Source: an optimization exercise on an open RTL-to-GDS flow (aim: small area). Production flows keep margins and buffers that such runs may drop.
In this exercise RTL edits were held to simulation tests only and were not proved equivalent to the original.
Power figures rest on the tool's default switching activity, not on a simulated workload.

rev 12:
==> flow/design.v <==
`default_nettype none
module fp_add (
    input  var logic        clk,
    input  var logic        rst,
    input  var logic        valid_i,
    input  var logic [31:0] num_a_i,
    input  var logic [31:0] num_b_i,
    output var logic [31:0] num_o,
    output var logic        valid_o
);
function automatic logic [24:0] carry24(input logic [23:0] a, input logic [23:0] b, input logic ci,
                                        output logic [23:0] p, output logic [23:0] pa);
    logic [23:0] g, gg, pp;
    logic [24:0] c;
    g  = a & b;
    p  = a ^ b;
    gg = g;
    pp = p;
    gg[0] = g[0] | (p[0] & ci);
    for (int d = 1; d < 24; d = d * 2)
        for (int i = 2 * d - 1; i < 24; i = i + 2 * d) begin
            gg[i] = gg[i] | (pp[i] & gg[i-d]);
            pp[i] = pp[i] & pp[i-d];
        end
    for (int d = 8; d >= 1; d = d / 2)
        for (int i = 3 * d - 1; i < 24; i = i + 2 * d) begin
            gg[i] = gg[i] | (pp[i] & gg[i-d]);
            pp[i] = pp[i] & pp[i-d];
        end
    c[0] = ci;
    for (int i = 0; i < 24; i++)
        c[i+1] = gg[i];
    pa = pp;
    carry24 = c;
endfunction
function automatic logic [8:0] add8(input logic [7:0] a, input logic [7:0] b, input logic ci,
                                    output logic [7:0] pa);
    logic [7:0] g, p, gg, pp;
    logic [8:0] c;
    g  = a & b;
    p  = a ^ b;
    gg = g;
    pp = p;
    gg[0] = g[0] | (p[0] & ci);
    for (int d = 1; d < 8; d = d * 2)
        for (int i = 2 * d - 1; i < 8; i = i + 2 * d) begin
            gg[i] = gg[i] | (pp[i] & gg[i-d]);
            pp[i] = pp[i] & pp[i-d];
        end
    for (int d = 2; d >= 1; d = d / 2)
        for (int i = 3 * d - 1; i < 8; i = i + 2 * d) begin
            gg[i] = gg[i] | (pp[i] & gg[i-d]);
            pp[i] = pp[i] & pp[i-d];
        end
    c[0] = ci;
    for (int i = 0; i < 8; i++)
        c[i+1] = gg[i];
    pa = pp;
    add8 = { c[8], p ^ c[7:0] };
endfunction
logic        sa, sb;
logic [7:0]  ea, eb, xa, xb;
logic        za, zb;
logic        a_big;        
logic [8:0]  dab;          
logic [7:0]  eq_lo;        
logic [7:0]  d;
logic        sat;
logic [23:0] ma, mb, my, my_sh;
always_comb begin
    sa = num_a_i[31];
    sb = num_b_i[31];
    ea = num_a_i[30:23];
    eb = num_b_i[30:23];
    za = ea == '0;
    zb = eb == '0;
    xa = { ea[7:1], ea[0] | za };
    xb = { eb[7:1], eb[0] | zb };
    ma = { ~za, num_a_i[22:0] };
    mb = { ~zb, num_b_i[22:0] };
    dab   = add8(xa, ~xb, 1'b1, eq_lo);
    a_big = dab[8] & (~eq_lo[7] | sb);
    d     = dab[7:0] ^ ({ ~eq_lo[6:0], 1'b0 } & {8{~dab[8]}});
    sat = d[7:5] != '0;    
    my    = a_big ? mb : ma;
    my_sh = my;
    if (d[0]) my_sh = { 1'b0, my_sh[23:1] };
    if (d[1]) my_sh = { 2'b0, my_sh[23:2] };
    if (d[2]) my_sh = { 4'b0, my_sh[23:4] };
    if (d[3]) my_sh = { 8'b0, my_sh[23:8] };
    if (d[4] | sat) my_sh = { 16'b0, my_sh[23:16] & {8{~sat}} };
end
logic        valid_p1;
logic        sx_p1;
logic        sub_p1;
logic [7:0]  h_p1;
logic [23:0] mx_p1;
logic [23:0] my_p1;
always_ff @(posedge clk) begin
    sx_p1  <= a_big ? sa : sb;
    sub_p1 <= sa ^ sb;
    h_p1   <= a_big ? xa : xb;
    mx_p1  <= a_big ? ma : mb;
    my_p1  <= my_sh;
end
always_ff @(posedge clk)
    if (rst)
        valid_p1 <= '0;
    else
        valid_p1 <= valid_i;
logic [24:0] c;            
logic [23:0] p;            
logic [23:0] pa;           
logic [23:0] cn;           
logic [23:0] r;
logic        neg;          
logic        cout;
logic        top;          
always_comb begin
    c    = carry24(mx_p1, my_p1 ^ {24{sub_p1}}, sub_p1, p, pa);
    neg  = sub_p1 & ~c[24];
    cout = c[24] & ~sub_p1;
    top  = cout & (h_p1 == 8'd254);
    cn[0] = c[0];
    for (int i = 1; i < 24; i++)
        cn[i] = neg ? (~c[i] | pa[i-1]) : c[i];
    r = p ^ cn;
end
logic [23:0] r_p2;
logic        c_p2;
logic        s_p2;
logic [7:0]  h1_p2;        
always_ff @(posedge clk) begin
    r_p2  <= r | {24{top}};
    c_p2  <= cout & ~top;
    s_p2  <= sx_p1 ^ neg;
    h1_p2 <= (sub_p1 & pa[23]) ? 8'd2 : h_p1 + 8'd1;
end
always_ff @(posedge clk)
    if (rst)
        valid_o <= '0;
    else
        valid_o <= valid_p1;
logic [24:0] w, w_n;
logic [4:0]  lz;
logic [7:0]  e_o;
always_comb begin
    w = { c_p2, r_p2 };
    lz = 5'd2;
    for (int i = 0; i < 25; i++)
        if (w[i])
            lz = 5'(24 - i);
    w_n  = w;
    if (lz[4]) w_n = { w_n[8:0], 16'b0 };
    if (lz[3]) w_n = { w_n[16:0], 8'b0 };
    if (lz[2]) w_n = { w_n[20:0], 4'b0 };
    if (lz[1]) w_n = { w_n[22:0], 2'b0 };
    if (lz[0]) w_n = { w_n[23:0], 1'b0 };
    e_o  = h1_p2 - 8'(lz);
    num_o = { s_p2, e_o, w_n[23:1] };
end
endmodule
`resetall
==> flow/config.mk <==
export PLATFORM = sky130hd
export DESIGN_NAME = fp_add
export DESIGN_NICKNAME = fp_add
export VERILOG_FILES = /design/flow/design.v
export SDC_FILE = /design/flow/constraint.sdc
export NUM_CORES = 4
export LEC_CHECK = 0
export ABC_AREA = 1
export CAP_MARGIN = 20
export CORE_MARGIN = 2
export CORE_UTILIZATION = 40
export CTS_BUF_LIST = sky130_fd_sc_hd__clkbuf_8
export SLEW_MARGIN = 20
==> flow/constraint.sdc <==
create_clock -name core_clock -period 4.7 [get_ports {clk}]
set_input_delay 0.9400 -clock core_clock [delete_from_list [all_inputs] [get_ports {clk}]]
set_output_delay 0.9400 -clock core_clock [all_outputs]
set_load 0.01 [all_outputs]
standard.sh (not shown) runs the stock make flow with config.mk's settings and CLKGATE_MAP_FILE= SYNTH_SCRIPT=/design/flow/synth_recipe.tcl, a recipe that flattens the netlist after the stock synthesis.
==> flow/flow/run.sh <==
#!/bin/bash
# Layout flow: the standard synthesis, then the combinational logic is
# re-mapped by ABC with an area-recovering script (flip-flops are kept as
# blackboxes, so every register keeps its name and cell), then the standard
# ORFS layout with plain buf_1 cells as the port buffers.
set -euo pipefail
here=$(pwd)
res=$here/orfs/results/$FLOW_PLATFORM/fp_add/base
log=$here/orfs/logs/$FLOW_PLATFORM/fp_add/base
lib=$FLOW_HOME/platforms/$FLOW_PLATFORM/lib/sky130_fd_sc_hd__tt_025C_1v80.lib

bash standard.sh synth > standard_synth.log 2>&1

# the same don't-use list the standard synthesis gave abc
dont_use=$(grep -o -- '-dont_use [A-Za-z0-9_]*' $log/1_2_yosys.log | sort -u | tr '\n' ' ')
cp $res/1_2_yosys.v $here/standard_1_2_yosys.v
cat > $here/remap.ys <<EOT
read_liberty -ignore_miss_func $lib
read_verilog $here/standard_1_2_yosys.v
hierarchy -top $FLOW_TOP
blackbox sky130_fd_sc_hd__df* sky130_fd_sc_hd__dl* sky130_fd_sc_hd__sdf* sky130_fd_sc_hd__edf*
flatten
opt_clean
techmap
opt -fast
abc -script $here/flow/remap.abc -liberty $lib $dont_use
opt_clean -purge
stat -liberty $lib
write_verilog -noattr -noexpr -nohex -nodec $res/1_2_yosys.v
EOT
yosys -l $here/remap.log -q $here/remap.ys > /dev/null 2>&1
rm -f $res/1_synth.odb $res/1_synth.sdc

export BUFFER_PORTS_ARGS="-buffer_cell sky130_fd_sc_hd__buf_1"
bash standard.sh > standard_finish.log 2>&1
==> flow/flow/remap.abc <==
&get -n
&st
&dch -f
&nf -p -R 30
&put
buffer -c
topo
upsize -c
dnsize -c
For rev 13, these inputs were changed with respect to rev 12:
-- flow/design.v --
<<< rev 12, line 9
    output var logic        valid_o
);
function automatic logic [24:0] carry24(input logic [23:0] a, input logic [23:0] b, input logic ci,
                                        output logic [23:0] p, output logic [23:0] pa);
    logic [23:0] g, gg, pp;
    logic [24:0] c;
    g  = a & b;
>>> rev 13, line 9
    output var logic        valid_o
);
function automatic logic [24:0] add24(input logic [23:0] a, input logic [23:0] b, input logic ci,
                                      output logic [23:0] pa);
    logic [23:0] g, p, gg, pp;
    logic [24:0] c;
    g  = a & b;
<<< rev 12, line 32
        c[i+1] = gg[i];
    pa = pp;
    carry24 = c;
endfunction
function automatic logic [8:0] add8(input logic [7:0] a, input logic [7:0] b, input logic ci,
>>> rev 13, line 32
        c[i+1] = gg[i];
    pa = pp;
    add24 = { c[24], p ^ c[23:0] };
endfunction
function automatic logic [8:0] add8(input logic [7:0] a, input logic [7:0] b, input logic ci,
<<< rev 12, line 109
    else
        valid_p1 <= valid_i;
logic [24:0] c;            
logic [23:0] p;            
logic [23:0] pa;           
logic [23:0] cn;           
logic [23:0] r;
logic        neg;          
logic        cout;
logic        top;          
always_comb begin
    c    = carry24(mx_p1, my_p1 ^ {24{sub_p1}}, sub_p1, p, pa);
    neg  = sub_p1 & ~c[24];
    cout = c[24] & ~sub_p1;
    top  = cout & (h_p1 == 8'd254);
    cn[0] = c[0];
    for (int i = 1; i < 24; i++)
        cn[i] = neg ? (~c[i] | pa[i-1]) : c[i];
    r = p ^ cn;
end
logic [23:0] r_p2;
>>> rev 13, line 109
    else
        valid_p1 <= valid_i;
logic [24:0] sum;
logic        neg;          
logic [23:0] pa;           
logic [23:0] below;        
logic [23:0] r;
logic        cout;
logic        top;          
always_comb begin
    sum  = add24(mx_p1, my_p1 ^ {24{sub_p1}}, sub_p1, pa);
    neg  = sub_p1 & ~sum[24];
    cout = sum[24] & ~sub_p1;
    top  = cout & (h_p1 == 8'd254);
    below = ~{ pa[22:0], 1'b1 };
    r = sum[23:0] ^ (below & {24{neg}});
end
logic [23:0] r_p2;
==> comparison <==
- Compare rev 12 and rev 13 | register share of the cell area lower: rev 12
- Relative to rev 12, critical path depth has gone down in rev 13.
- Compared with rev 12, rev 13 shows a cell area after placement that is 38 um^2 lower.
- Compared to rev 12, rev 13 has die area 100 um^2 lower.
- Static leakage | rev 13 below rev 12

[separate check: timing with driven ports]
In the flow no input, the clock included, has a driving cell. The finished layouts below were timed again as built, in two steps.
Step 1 sets driving cells, clkbuf_16 on the clock port and buf_2 on the other inputs (assumed; they add their load-dependent delay and slew).
Step 2 moves the port delays by t, midway between the first and last clock arrival at a register: inputs arrive t later, outputs are due t later. That takes back most of the time a late clock gives input paths.
Three values: no drivers, after step 1, after step 2; two values: the first two.
| run | t (ns) | setup slack, ns | pins driven straight from the clock port |
|---|---|---|---|
| rev 12 | 0.394 | 0.146 / 0.108 / 0.075 | 1 |
| rev 13 | 0.392 | 0.275 / 0.243 / -0.013 | 1 |
Met with ideal ports but missed after step 2: setup timing in rev 13. The setup slack of rev 13, which loses most, moves by -0.032 ns with the drivers and by -0.288 ns with both steps.
